Context: an optimization exercise on an open-source flow, tuned for small area, a short achievable clock period and few clock cycles. The choices shown serve that exercise and are no tape-out recipe.
At most, simulation tests tie the RTL to the original design; equivalence was not proved.

==> inputs of 05-28 <==
==> flow/design.v (excerpt) <==
module Milestone1(
	 input logic Clock,
	 input logic resetn,
	 input logic start,
	 input logic  [15:0] SRAM_read_data,
	 output logic [15:0] SRAM_write_data,
	 output logic done,
	 output logic SRAM_we_n,
	 output logic [17:0] SRAM_address
);
Settings: LEC_CHECK=0, ABC_CLOCK_PERIOD_IN_PS=5000, CAP_MARGIN=20, CORE_MARGIN=2, CORE_UTILIZATION=60, SETUP_SLACK_MARGIN=5, SLEW_MARGIN=20; clock period 11.0 ns.
run.sh (not shown) runs the stock make flow with config.mk's settings and CLKGATE_MAP_FILE= SYNTH_SCRIPT=/design/flow/synth_recipe.tcl, a recipe that flattens the netlist after the stock synthesis.
==> 04-27: changes against 05-28 <==
==> flow/config.mk (replaced) <==
export PLATFORM = sky130hd
export DESIGN_NAME = Milestone1
export DESIGN_NICKNAME = Milestone1
export VERILOG_FILES = /design/flow/design.v
export SDC_FILE = /design/flow/constraint.sdc
export NUM_CORES = 4
export LEC_CHECK = 0
export CAP_MARGIN = 20
export CORE_MARGIN = 2
export CORE_UTILIZATION = 40
export SLEW_MARGIN = 20
==> run notes <==
- Of 04-27 and 05-28, 05-28 has the higher non-clock buffer count (gap 32).
- Routed wire length is about the same in 04-27 and 05-28.
- Between 05-28 and 04-27, the lower clock skew is in 04-27 (gap 0.038 ns).
- Count of clock-buffer cells in the layout: 04-27 is lower than 05-28 (6).
- Between 05-28 and 04-27, the lower worst setup slack is in 04-27 (gap 1.6 ns).
- First-iteration DRC count: 05-28 is higher than 04-27 (17%).
- Synthesized cell count is the same in 05-28 and 04-27.
No functional check of the RTL was part of any run of this note.

---

==> 07-18: inputs <==
Another version of the RTL of Milestone1 (not shown whole).
clock: 11.0 ns
lec_check: 0
cap_margin: 20
core_margin: 2
core_utilization: 60
cts_cluster_diameter: 80
cts_cluster_size: 24
setup_slack_margin: 5
slew_margin: 20
standard.sh (not shown) runs the stock make flow with config.mk's settings and CLKGATE_MAP_FILE= SYNTH_SCRIPT=/design/flow/synth_recipe.tcl, a recipe that flattens the netlist after the stock synthesis.
==> flow/flow/run.sh <==
#!/bin/bash
# The standard layout (standard.sh) with three changes:
#  - timing repair aims MARGIN ns below the clock period (SETUP_SLACK_MARGIN);
#  - the port buffers are buf_2 cells (the default picks a delay buffer);
#  - after the standard synthesis, flow/polarity.py removes inverters around
#    full adders (a full adder with all inputs and outputs inverted is the
#    same full adder); registers are untouched.
set -euo pipefail
MARGIN=${MARGIN:-7.8}
sed -e "s/SETUP_SLACK_MARGIN=[0-9.]*/SETUP_SLACK_MARGIN=$MARGIN/" \
    -e "s/CLKGATE_MAP_FILE= /CLKGATE_MAP_FILE= 'BUFFER_PORTS_ARGS=-buffer_cell sky130_fd_sc_hd__buf_2' /" \
    standard.sh > standard_margin.sh
grep -q "BUFFER_PORTS_ARGS" standard_margin.sh
grep -q "SETUP_SLACK_MARGIN=$MARGIN" standard_margin.sh
bash standard_margin.sh synth > synth.log 2>&1
RES=orfs/results/${FLOW_PLATFORM}/Milestone1/base
cp $RES/1_2_yosys.v 1_2_yosys.orig.v
python3 flow/polarity.py 1_2_yosys.orig.v $RES/1_2_yosys.v > polarity.log 2>&1
rm -f $RES/1_synth.odb $RES/1_synth.sdc
bash standard_margin.sh > layout.log 2>&1
==> flow/flow/polarity.py <==
#!/usr/bin/env python3
"""Removes inverters around full adders in a mapped sky130 netlist.

A full adder is self-dual: FA(~a, ~b, ~c) = (~sum, ~cout). Yosys' adder
extraction often leaves inverters on full-adder inputs and outputs; this
pass chooses, per full adder, whether to use it "flipped" (inverted inputs
and outputs) so that as few inverters as possible remain, then rewrites the
netlist. Registers and all other cells are untouched; the logic function of
every register input and output port is unchanged.

usage: polarity.py in.v out.v
"""
import re, sys, random

OUT_PINS = {"X", "Y", "Q", "Q_N", "SUM", "COUT", "HI", "LO"}
FA_IN = ("A", "B", "CIN")
INV = "sky130_fd_sc_hd__inv_1"

src = open(sys.argv[1]).read()
cell_re = re.compile(r"^  (sky130_fd_sc_hd__\w+) (\\\S+ |\S+) \((.*?)\n  \);\n", re.S | re.M)
pin_re = re.compile(r"\.(\w+)\(([^()]*)\)")

cells = []   # [type, name, [(pin, net)], span]
for m in cell_re.finditer(src):
    pins = [(p, n.strip()) for p, n in pin_re.findall(m.group(3))]
    cells.append([m.group(1), m.group(2), pins, m.span()])

# module ports: never rename or remove the nets they are on
hdr = src[:cells[0][3][0]]
ports = set()
for m in re.finditer(r"^\s*(input|output)\s*(\[\d+:\d+\])?\s*(\S+);", hdr, re.M):
    ports.add(m.group(3))
def is_port(net):
    return net.split("[")[0].lstrip("\\").strip() in ports or net.startswith("\\") and net[1:].split("[")[0] in ports

driver = {}
loads = {}
for i, (t, name, pins, _) in enumerate(cells):
    for p, n in pins:
        if p in OUT_PINS:
            driver[n] = (i, p)
        else:
            loads.setdefault(n, []).append((i, p))

# removable inverters: output net internal
removable = set()
for i, (t, name, pins, _) in enumerate(cells):
    if t == INV:
        d = dict(pins)
        if not is_port(d["Y"]) and d["Y"] not in ("1'h0", "1'h1"):
            removable.add(i)

def lit(net, depth=0):
    """(base net, polarity) of a net through removable inverters."""
    if net in driver and driver[net][0] in removable and depth < 50:
        a = dict(cells[driver[net][0]][2])["A"]
        b, p = lit(a, depth + 1)
        return b, p ^ 1
    return net, 0

# consumers of every base net
cons = {}          # base -> list of (cell, pin, r)
for i, (t, name, pins, _) in enumerate(cells):
    if i in removable:
        continue
    for p, n in pins:
        if p in OUT_PINS:
            continue
        b, r = lit(n)
        cons.setdefault(b, []).append((i, p, r))
# ports that are driven through an inverter chain: keep these inverters (skip)
fa = [i for i, c in enumerate(cells) if c[0] == "sky130_fd_sc_hd__fa_1" or c[0].startswith("sky130_fd_sc_hd__fa_")]
faset = set(fa)
flip = {i: 0 for i in fa}

def drv_flip(b):
    if b in driver and driver[b][0] in faset:
        return flip[driver[b][0]]
    return 0

def need_inv(b):
    d = drv_flip(b)
    for (i, p, r) in cons.get(b, []):
        rr = r ^ (flip[i] if (i in faset and p in FA_IN) else 0)
        if rr != d:
            return 1
    return 0

# nets touched by each FA
touch = {}
for i in fa:
    d = dict(cells[i][2])
    s = set()
    for p in FA_IN:
        s.add(lit(d[p])[0])
    s.add(d["SUM"]); s.add(d["COUT"])
    touch[i] = s

base_nets = set(cons.keys())
before = sum(need_inv(b) for b in base_nets)
def greedy():
    improved = True
    rounds = 0
    while improved and rounds < 50:
        improved = False
        rounds += 1
        for i in fa:
            nets = touch[i]
            c0 = sum(need_inv(b) for b in nets)
            flip[i] ^= 1
            c1 = sum(need_inv(b) for b in nets)
            if c1 < c0:
                improved = True
            else:
                flip[i] ^= 1

# greedy descent, then random perturbations (kept when not worse)
greedy()
cur = sum(need_inv(b) for b in base_nets)
rng = random.Random(1)
for it in range(300):
    saved = dict(flip)
    for i in rng.sample(fa, min(len(fa), 4)):
        flip[i] ^= 1
    greedy()
    c = sum(need_inv(b) for b in base_nets)
    if c <= cur:
        cur = c
    else:
        flip.clear(); flip.update(saved)
after = sum(need_inv(b) for b in base_nets)

# rewrite
new_inv = {}    # base -> inverted net name
decls = []
k = [0]
def inv_net(b):
    if b not in new_inv:
        n = f"_polinv_{k[0]}_"
        k[0] += 1
        new_inv[b] = n
        decls.append(f"  wire {n};\n")
    return new_inv[b]

def esc(n):
    return n + " " if n.startswith("\\") else n


out_cells = {}
for i, (t, name, pins, span) in enumerate(cells):
    if i in removable:
        out_cells[i] = ""
        continue
    newpins = []
    for p, n in pins:
        if p in OUT_PINS:
            newpins.append((p, n))
            continue
        b, r = lit(n)
        rr = r ^ (flip[i] if (i in faset and p in FA_IN) else 0)
        d = drv_flip(b)
        newpins.append((p, b if rr == d else inv_net(b)))
    body = ",\n".join(f"    .{p}({esc(n)})" for p, n in newpins)
    out_cells[i] = f"  {t} {name} (\n{body}\n  );\n"

inv_cells = []
for j, (b, n) in enumerate(sorted(new_inv.items(), key=lambda x: x[1])):
    inv_cells.append(f"  {INV} _polinv_cell_{j}_ (\n    .A({esc(b)}),\n    .Y({n})\n  );\n")

res = []
pos = 0
for i, (t, name, pins, span) in enumerate(cells):
    if i == 0:
        res.append(src[pos:span[0]])
        res.extend(decls)
    else:
        res.append(src[pos:span[0]])
    res.append(out_cells[i])
    pos = span[1]
    if i == len(cells) - 1:
        res.extend(inv_cells)
res.append(src[pos:])
open(sys.argv[2], "w").write("".join(res))
print(f"full adders {len(fa)}, flipped {sum(flip.values())}; inverters: {len(removable)} removable,"
      f" needed before {before}, after {after}, written {len(new_inv)}")
==> 03-12: changes against 07-18 <==
--- a/flow/design.v
+++ b/flow/design.v
@@ -196,14 +196,12 @@
 );
 localparam logic [17:0] U_START   = 18'd38400;
 localparam logic [17:0] V_START   = 18'd57600;
 localparam logic [17:0] RGB_START = 18'd146944;
 logic        run, fin;
 logic        start_r;      
-logic        we;           
-assign SRAM_we_n = ~we;
 logic [4:0]  ph;           
 logic        odd;          
 logic        wr_en;        
 logic [15:0] yaddr;        
 logic [17:0] waddr;        
 logic [7:0]  qw;           
@@ -227,17 +225,17 @@
 assign iw0 = isel_v ? vw1  : uw0;
 assign iw1 = isel_v ? vw2  : uw1;
 assign iw2 = isel_v ? vw3  : uw2;
 assign iw3 = isel_v ? vw4  : uw3;
 assign iw4 = isel_v ? vw5  : uw4;
 assign iw5 = isel_v ? vnew : uw5;
-wire c_first  = q_first;
-wire c_second = q_second;
-wire c_157    = q_157;
-wire c_158    = q_158;
-wire c_last   = q_last;
+wire c_first  = isel_v ? q_last   : q_first;
+wire c_second = isel_v ? q_first  : q_second;
+wire c_157    = isel_v ? q_156    : q_157;
+wire c_158    = isel_v ? q_157    : q_158;
+wire c_last   = isel_v ? q_158    : q_last;
 assign e0 = c_first ? iw2 : c_second ? iw1 : iw0;
 assign e1 = c_first ? iw2 : iw1;
 assign e2 = iw2;
 assign e3 = c_last ? iw2 : iw3;
 assign e4 = c_last ? iw2 : c_158 ? iw3 : iw4;
 assign e5 = c_last ? iw2 : c_158 ? iw3 : c_157 ? iw4 : iw5;
@@ -250,17 +248,15 @@
 	ic  <= it_c;
 end
 interp_tree u_interp (.p1(ip1), .p2(ip2), .p3(ip3), .a(it_a), .b(it_b), .c(it_c));
 assign iout = ia + ib + {7'd0, ic};
 logic [7:0] ry, rv, gy, gu, gv, by, bu;
 logic [8:0] gs;       
-logic [24:0] r_out, g_out, b_out;
-logic [24:0] ro, go, bo;
-function automatic [7:0] clip(input logic [24:0] t);
-	logic [11:0] x;
-	x = t[24:13] + t[12:1] + {11'd0, t[0]};
+logic [11:0] r_out, g_out, b_out;    
+logic [11:0] ro, go, bo;
+function automatic [7:0] clip(input logic [11:0] x);
 	clip = x[11] ? 8'd0 : (|x[10:8]) ? 8'd255 : x[7:0];
 endfunction
 always_ff @(posedge Clock) begin
 	ry <= ph[0] ? yreg[7:0] : yreg[15:8];
 	rv <= ph[0] ? vodd : vw2;
 	gy <= ph[1] ? yreg[7:0] : yreg[15:8];
@@ -318,48 +314,48 @@
 		q_first  <= 1'b0;
 		q_second <= 1'b0;
 		q_156    <= 1'b0;
 		q_157    <= 1'b0;
 		q_158    <= 1'b0;
 		q_last   <= 1'b0;
-		we    <= 1'b0;
+		SRAM_we_n <= 1'b1;
 	end else begin
 		done <= 1'b0;
 		start_r <= start;
 		if ((run || (start_r && !fin)) && !(run && ph[4] && last_pair)) begin
 			if (!run) run <= 1'b1;
 			ph <= {ph[3:0], ph[4]};
 			if (ph[4]) begin  
 				odd   <= ~odd;
 				yaddr <= yaddr + 16'd1;
 				if (yaddr == 16'd0) wr_en <= 1'b1;
 			end
-			if (ph[4] || ph[0]) we <= 1'b0;
+			if (ph[4] || ph[0]) SRAM_we_n <= 1'b1;
 			else begin  
-				we <= wr_en;
+				SRAM_we_n <= ~wr_en;
 				if (wr_en) waddr <= waddr + 18'd1;
 			end
-			if (ph[1]) begin
+			if (ph[2]) begin
 				qw       <= q_last ? 8'd0 : qw + 8'd1;
 				q_first  <= q_last;
 				q_second <= q_first;
 				q_156    <= (qw == 8'd155);
 				q_157    <= q_156;
 				q_158    <= q_157;
 				q_last   <= q_158;
 			end
 		end else if (run) begin
 			run  <= 1'b0;
 			fin  <= 1'b1;
 			done <= 1'b1;
-			we   <= 1'b0;
+			SRAM_we_n <= 1'b1;
 		end
 	end
 end
 endmodule
-module csc_r(input logic [7:0] y, input logic [7:0] v, output logic [24:0] o);
+module csc_r(input logic [7:0] y, input logic [7:0] v, output logic [11:0] o);
 wire r_0 = y[7] ^ y[5] ^ y[3];
 wire r_1 = (y[7] & y[5]) | (y[7] & y[3]) | (y[5] & y[3]);
 wire r_2 = y[0] ^ v[5];
 wire r_3 = y[0] & v[5];
 wire r_4 = y[6] ^ y[4] ^ y[1];
 wire r_5 = (y[6] & y[4]) | (y[6] & y[1]) | (y[4] & y[1]);
@@ -506,16 +502,16 @@
 wire r_146 = r_103 ^ r_104 ^ v[6];
 wire r_147 = (r_103 & r_104) | (r_103 & v[6]) | (r_104 & v[6]);
 wire r_148 = r_105 ^ y[7] ^ v[7];
 wire r_149 = (r_105 & y[7]) | (r_105 & v[7]) | (y[7] & v[7]);
 wire [27:0] r_a = {1'b1, 1'b1, 1'b1, r_149, r_147, r_145, r_143, r_141, r_139, r_137, r_135, r_133, r_131, r_129, r_127, r_125, r_123, r_121, r_119, r_117, r_115, r_113, r_111, r_109, r_107, r_106, v[1], v[0]};
 wire [27:0] r_b = {1'b0, 1'b0, 1'b0, 1'b1, r_148, r_146, r_144, r_142, r_140, r_138, r_136, r_134, r_132, r_130, r_128, r_126, r_124, r_122, r_120, r_118, r_116, r_114, r_112, r_110, r_108, 1'b1, v[0], 1'b0};
-wire [16:0] r_lo = {1'b0, r_a[15:0]} + {1'b0, r_b[15:0]};
-assign o = {r_a[27:16], r_b[27:16], r_lo[16]};
+wire [27:0] r_s = r_a + r_b;
+assign o = r_s[27:16];
 endmodule
-module csc_g(input logic [7:0] y, input logic [7:0] u, input logic [7:0] v, input logic [8:0] s, output logic [24:0] o);
+module csc_g(input logic [7:0] y, input logic [7:0] u, input logic [7:0] v, input logic [8:0] s, output logic [11:0] o);
 wire g_0 = y[4] ^ y[2];
 wire g_1 = y[4] & y[2];
 wire g_2 = y[5] ^ y[3] ^ y[1];
 wire g_3 = (y[5] & y[3]) | (y[5] & y[1]) | (y[3] & y[1]);
 wire g_4 = y[6] ^ y[4] ^ y[2];
 wire g_5 = (y[6] & y[4]) | (y[6] & y[2]) | (y[4] & y[2]);
@@ -674,16 +670,16 @@
 wire g_158 = g_115 ^ g_116 ^ ~s[7];
 wire g_159 = (g_115 & g_116) | (g_115 & ~s[7]) | (g_116 & ~s[7]);
 wire g_160 = g_117 ^ y[7] ^ ~s[8];
 wire g_161 = (g_117 & y[7]) | (g_117 & ~s[8]) | (y[7] & ~s[8]);
 wire [27:0] g_a = {1'b1, 1'b1, 1'b1, g_161, g_159, g_157, g_155, g_153, g_151, g_149, g_147, g_145, g_143, g_141, g_139, g_137, g_135, g_133, g_131, g_129, g_127, g_125, g_123, g_121, g_119, g_118, ~v[1], ~v[0]};
 wire [27:0] g_b = {1'b0, 1'b0, 1'b0, 1'b1, g_160, g_158, g_156, g_154, g_152, g_150, g_148, g_146, g_144, g_142, g_140, g_138, g_136, g_134, g_132, g_130, g_128, g_126, g_124, g_122, g_120, 1'b1, 1'b0, 1'b1};
-wire [16:0] g_lo = {1'b0, g_a[15:0]} + {1'b0, g_b[15:0]};
-assign o = {g_a[27:16], g_b[27:16], g_lo[16]};
+wire [27:0] g_s = g_a + g_b;
+assign o = g_s[27:16];
 endmodule
-module csc_b(input logic [7:0] y, input logic [7:0] u, output logic [24:0] o);
+module csc_b(input logic [7:0] y, input logic [7:0] u, output logic [11:0] o);
 wire b_0 = ~y[4] ^ ~u[6];
 wire b_1 = ~y[4] & ~u[6];
 wire b_2 = ~y[5] ^ ~u[7] ^ ~u[5];
 wire b_3 = (~y[5] & ~u[7]) | (~y[5] & ~u[5]) | (~u[7] & ~u[5]);
 wire b_4 = u[2] ^ u[0];
 wire b_5 = u[2] & u[0];
@@ -813,14 +809,14 @@
 wire b_129 = ~(b_84 ^ b_85);
 wire b_130 = b_84 | b_85;
 wire b_131 = b_86 ^ u[7];
 wire b_132 = b_86 & u[7];
 wire [27:0] b_a = {1'b1, 1'b1, b_132, b_130, b_128, b_126, b_124, b_122, b_120, b_118, b_116, b_114, b_112, b_110, b_108, b_106, b_104, b_102, b_100, b_98, b_96, b_94, b_92, b_90, b_88, b_87, ~u[1], ~u[0]};
 wire [27:0] b_b = {1'b0, 1'b0, 1'b1, b_131, b_129, b_127, b_125, b_123, b_121, b_119, b_117, b_115, b_113, b_111, b_109, b_107, b_105, b_103, b_101, b_99, b_97, b_95, b_93, b_91, b_89, ~u[0], 1'b0, 1'b1};
-wire [16:0] b_lo = {1'b0, b_a[15:0]} + {1'b0, b_b[15:0]};
-assign o = {b_a[27:16], b_b[27:16], b_lo[16]};
+wire [27:0] b_s = b_a + b_b;
+assign o = b_s[27:16];
 endmodule
 module interp_tree(input logic [8:0] p1, input logic [8:0] p2, input logic [8:0] p3,
                    output logic [7:0] a, output logic [7:0] b, output logic c);
 wire it_0 = ~p1[7] ^ p1[2];
 wire it_1 = ~p1[7] & p1[2];
 wire it_2 = ~p1[8] ^ p1[3];
==> flow/flow/run.sh (replaced) <==
#!/bin/bash
# The standard layout (standard.sh) with two changes:
#  - timing repair aims MARGIN ns below the clock period (SETUP_SLACK_MARGIN);
#  - after the standard synthesis, flow/polarity.py removes inverters around
#    full adders (a full adder with all inputs and outputs inverted is the
#    same full adder); registers are untouched.
set -euo pipefail
MARGIN=${MARGIN:-7}
sed -e "s/SETUP_SLACK_MARGIN=[0-9.]*/SETUP_SLACK_MARGIN=$MARGIN/" standard.sh > standard_margin.sh
grep -q "SETUP_SLACK_MARGIN=$MARGIN" standard_margin.sh
bash standard_margin.sh synth > synth.log 2>&1
RES=orfs/results/${FLOW_PLATFORM}/Milestone1/base
cp $RES/1_2_yosys.v 1_2_yosys.orig.v
python3 flow/polarity.py 1_2_yosys.orig.v $RES/1_2_yosys.v > polarity.log 2>&1
rm -f $RES/1_synth.odb $RES/1_synth.sdc
bash standard_margin.sh > layout.log 2>&1
--- a/flow/flow/polarity.py
+++ b/flow/flow/polarity.py
@@ -95,42 +95,26 @@
         s.add(lit(d[p])[0])
     s.add(d["SUM"]); s.add(d["COUT"])
     touch[i] = s
 
 base_nets = set(cons.keys())
 before = sum(need_inv(b) for b in base_nets)
-def greedy():
-    improved = True
-    rounds = 0
-    while improved and rounds < 50:
-        improved = False
-        rounds += 1
-        for i in fa:
-            nets = touch[i]
-            c0 = sum(need_inv(b) for b in nets)
+improved = True
+rounds = 0
+while improved and rounds < 50:
+    improved = False
+    rounds += 1
+    for i in fa:
+        nets = touch[i]
+        c0 = sum(need_inv(b) for b in nets)
+        flip[i] ^= 1
+        c1 = sum(need_inv(b) for b in nets)
+        if c1 < c0:
+            improved = True
+        else:
             flip[i] ^= 1
-            c1 = sum(need_inv(b) for b in nets)
-            if c1 < c0:
-                improved = True
-            else:
-                flip[i] ^= 1
-
-# greedy descent, then random perturbations (kept when not worse)
-greedy()
-cur = sum(need_inv(b) for b in base_nets)
-rng = random.Random(1)
-for it in range(300):
-    saved = dict(flip)
-    for i in rng.sample(fa, min(len(fa), 4)):
-        flip[i] ^= 1
-    greedy()
-    c = sum(need_inv(b) for b in base_nets)
-    if c <= cur:
-        cur = c
-    else:
-        flip.clear(); flip.update(saved)
 after = sum(need_inv(b) for b in base_nets)
 
 # rewrite
 new_inv = {}    # base -> inverted net name
 decls = []
 k = [0]
--- a/flow/config.mk
+++ b/flow/config.mk
@@ -5,10 +5,8 @@
 export SDC_FILE = /design/flow/constraint.sdc
 export NUM_CORES = 4
 export LEC_CHECK = 0
 export CAP_MARGIN = 20
 export CORE_MARGIN = 2
 export CORE_UTILIZATION = 60
-export CTS_CLUSTER_DIAMETER = 80
-export CTS_CLUSTER_SIZE = 24
 export SETUP_SLACK_MARGIN = 5
 export SLEW_MARGIN = 20
==> 08-26: changes against 07-18 <==
--- a/flow/design.v
+++ b/flow/design.v
@@ -196,14 +196,12 @@
 );
 localparam logic [17:0] U_START   = 18'd38400;
 localparam logic [17:0] V_START   = 18'd57600;
 localparam logic [17:0] RGB_START = 18'd146944;
 logic        run, fin;
 logic        start_r;      
-logic        we;           
-assign SRAM_we_n = ~we;
 logic [4:0]  ph;           
 logic        odd;          
 logic        wr_en;        
 logic [15:0] yaddr;        
 logic [17:0] waddr;        
 logic [7:0]  qw;           
@@ -318,27 +316,27 @@
 		q_first  <= 1'b0;
 		q_second <= 1'b0;
 		q_156    <= 1'b0;
 		q_157    <= 1'b0;
 		q_158    <= 1'b0;
 		q_last   <= 1'b0;
-		we    <= 1'b0;
+		SRAM_we_n <= 1'b1;
 	end else begin
 		done <= 1'b0;
 		start_r <= start;
 		if ((run || (start_r && !fin)) && !(run && ph[4] && last_pair)) begin
 			if (!run) run <= 1'b1;
 			ph <= {ph[3:0], ph[4]};
 			if (ph[4]) begin  
 				odd   <= ~odd;
 				yaddr <= yaddr + 16'd1;
 				if (yaddr == 16'd0) wr_en <= 1'b1;
 			end
-			if (ph[4] || ph[0]) we <= 1'b0;
+			if (ph[4] || ph[0]) SRAM_we_n <= 1'b1;
 			else begin  
-				we <= wr_en;
+				SRAM_we_n <= ~wr_en;
 				if (wr_en) waddr <= waddr + 18'd1;
 			end
 			if (ph[1]) begin
 				qw       <= q_last ? 8'd0 : qw + 8'd1;
 				q_first  <= q_last;
 				q_second <= q_first;
@@ -348,13 +346,13 @@
 				q_last   <= q_158;
 			end
 		end else if (run) begin
 			run  <= 1'b0;
 			fin  <= 1'b1;
 			done <= 1'b1;
-			we   <= 1'b0;
+			SRAM_we_n <= 1'b1;
 		end
 	end
 end
 endmodule
 module csc_r(input logic [7:0] y, input logic [7:0] v, output logic [24:0] o);
 wire r_0 = y[7] ^ y[5] ^ y[3];
==> flow/flow/run.sh (replaced) <==
#!/bin/bash
# The standard layout (standard.sh) with two changes:
#  - timing repair aims MARGIN ns below the clock period (SETUP_SLACK_MARGIN);
#  - after the standard synthesis, flow/polarity.py removes inverters around
#    full adders (a full adder with all inputs and outputs inverted is the
#    same full adder); registers are untouched.
set -euo pipefail
MARGIN=${MARGIN:-7.6}
sed -e "s/SETUP_SLACK_MARGIN=[0-9.]*/SETUP_SLACK_MARGIN=$MARGIN/" standard.sh > standard_margin.sh
grep -q "SETUP_SLACK_MARGIN=$MARGIN" standard_margin.sh
bash standard_margin.sh synth > synth.log 2>&1
RES=orfs/results/${FLOW_PLATFORM}/Milestone1/base
cp $RES/1_2_yosys.v 1_2_yosys.orig.v
python3 flow/polarity.py 1_2_yosys.orig.v $RES/1_2_yosys.v > polarity.log 2>&1
rm -f $RES/1_synth.odb $RES/1_synth.sdc
bash standard_margin.sh > layout.log 2>&1
--- a/flow/config.mk
+++ b/flow/config.mk
@@ -5,10 +5,8 @@
 export SDC_FILE = /design/flow/constraint.sdc
 export NUM_CORES = 4
 export LEC_CHECK = 0
 export CAP_MARGIN = 20
 export CORE_MARGIN = 2
 export CORE_UTILIZATION = 60
-export CTS_CLUSTER_DIAMETER = 80
-export CTS_CLUSTER_SIZE = 24
 export SETUP_SLACK_MARGIN = 5
 export SLEW_MARGIN = 20
==> flow_summary_export.csv <==
group,metric,value,unit
run_status,status,"finished clean",
critical_path,worstSetupStartpoint,"we",
clock_network,postCtsSetupRepairBufs,9,
layout,buf_share,2.80,%
timing,max_freq,0.298,GHz
timing,clock_skew,34.4,ps
the above is filed under 07-18

==> flow_summary_export.csv <==
group,metric,value,unit
layout,buf_share,3.24,%
timing,max_freq,0.294,GHz
critical_path,worstSetupStartpoint,"SRAM_we_n",
run_status,status,"finished clean",
clock_network,postCtsSetupRepairBufs,1,
timing,clock_skew,14.5,ps
the above is filed under 08-26

==> flow_summary_export.csv <==
group,metric,value,unit
layout,buf_share,3.65,%
critical_path,worstSetupStartpoint,"by[5]",
timing,clock_skew,23.2,ps
placement,dp_hpwl,41900,um
run_status,status,"finished clean",
worst_hold_path,hold_end,"uw2[4]",
layout,buffers,104,
timing,max_freq,0.251,GHz
clock_network,postCtsHoldBufs,0,
clock_network,postCtsSetupRepairBufs,10,
routing,ant_nets,0,
the above is filed under 03-12

Testbench counts of 03-12, summed over its fixed seeds: cycles 1,152,162.
Testbench counts of 08-26, summed over its fixed seeds: cycles 1,152,162.
For 07-18, only the layout was checked, not whether the RTL still works.

port drivers added, routing unchanged:
Ports are ideal in the flow. The routed layouts listed here were re-timed in OpenROAD. Step 1: set_driving_cell puts a clkbuf_16 on Clock and a buf_2 on each other input, an assumption about the parent block. Step 2 times the ports against the registers' clock, not the clock port: input delays grow and output delays shrink by t, the midpoint of the rising clock arrivals with the driver on. a / b / c = no drivers / after step 1 / after step 2; a / b = the first two.
run | t, ns | setup WS [ns] | worst hold slack (ns) | pins driven straight from the clock port
05-28 | 0.618 | 5.151 / 5.151 / 5.151 | 0.452 / 0.452 / 0.452 | 1
04-27 | 0.597 | 3.577 / 3.577 / 3.577 | 0.443 / 0.443 / 0.443 | 1
07-18 | 0.623 | 7.645 / 7.589 / 7.793 | 0.449 / 0.449 / 0.449 | 1
03-12 | 0.624 | 7.011 / 7.011 / 7.011 | 0.436 / 0.436 / 0.436 | 1
08-26 | 0.620 | 7.602 / 7.548 / 7.637 | 0.443 / 0.443 / 0.443 | 1
After both steps setup and hold are still met in every run listed.
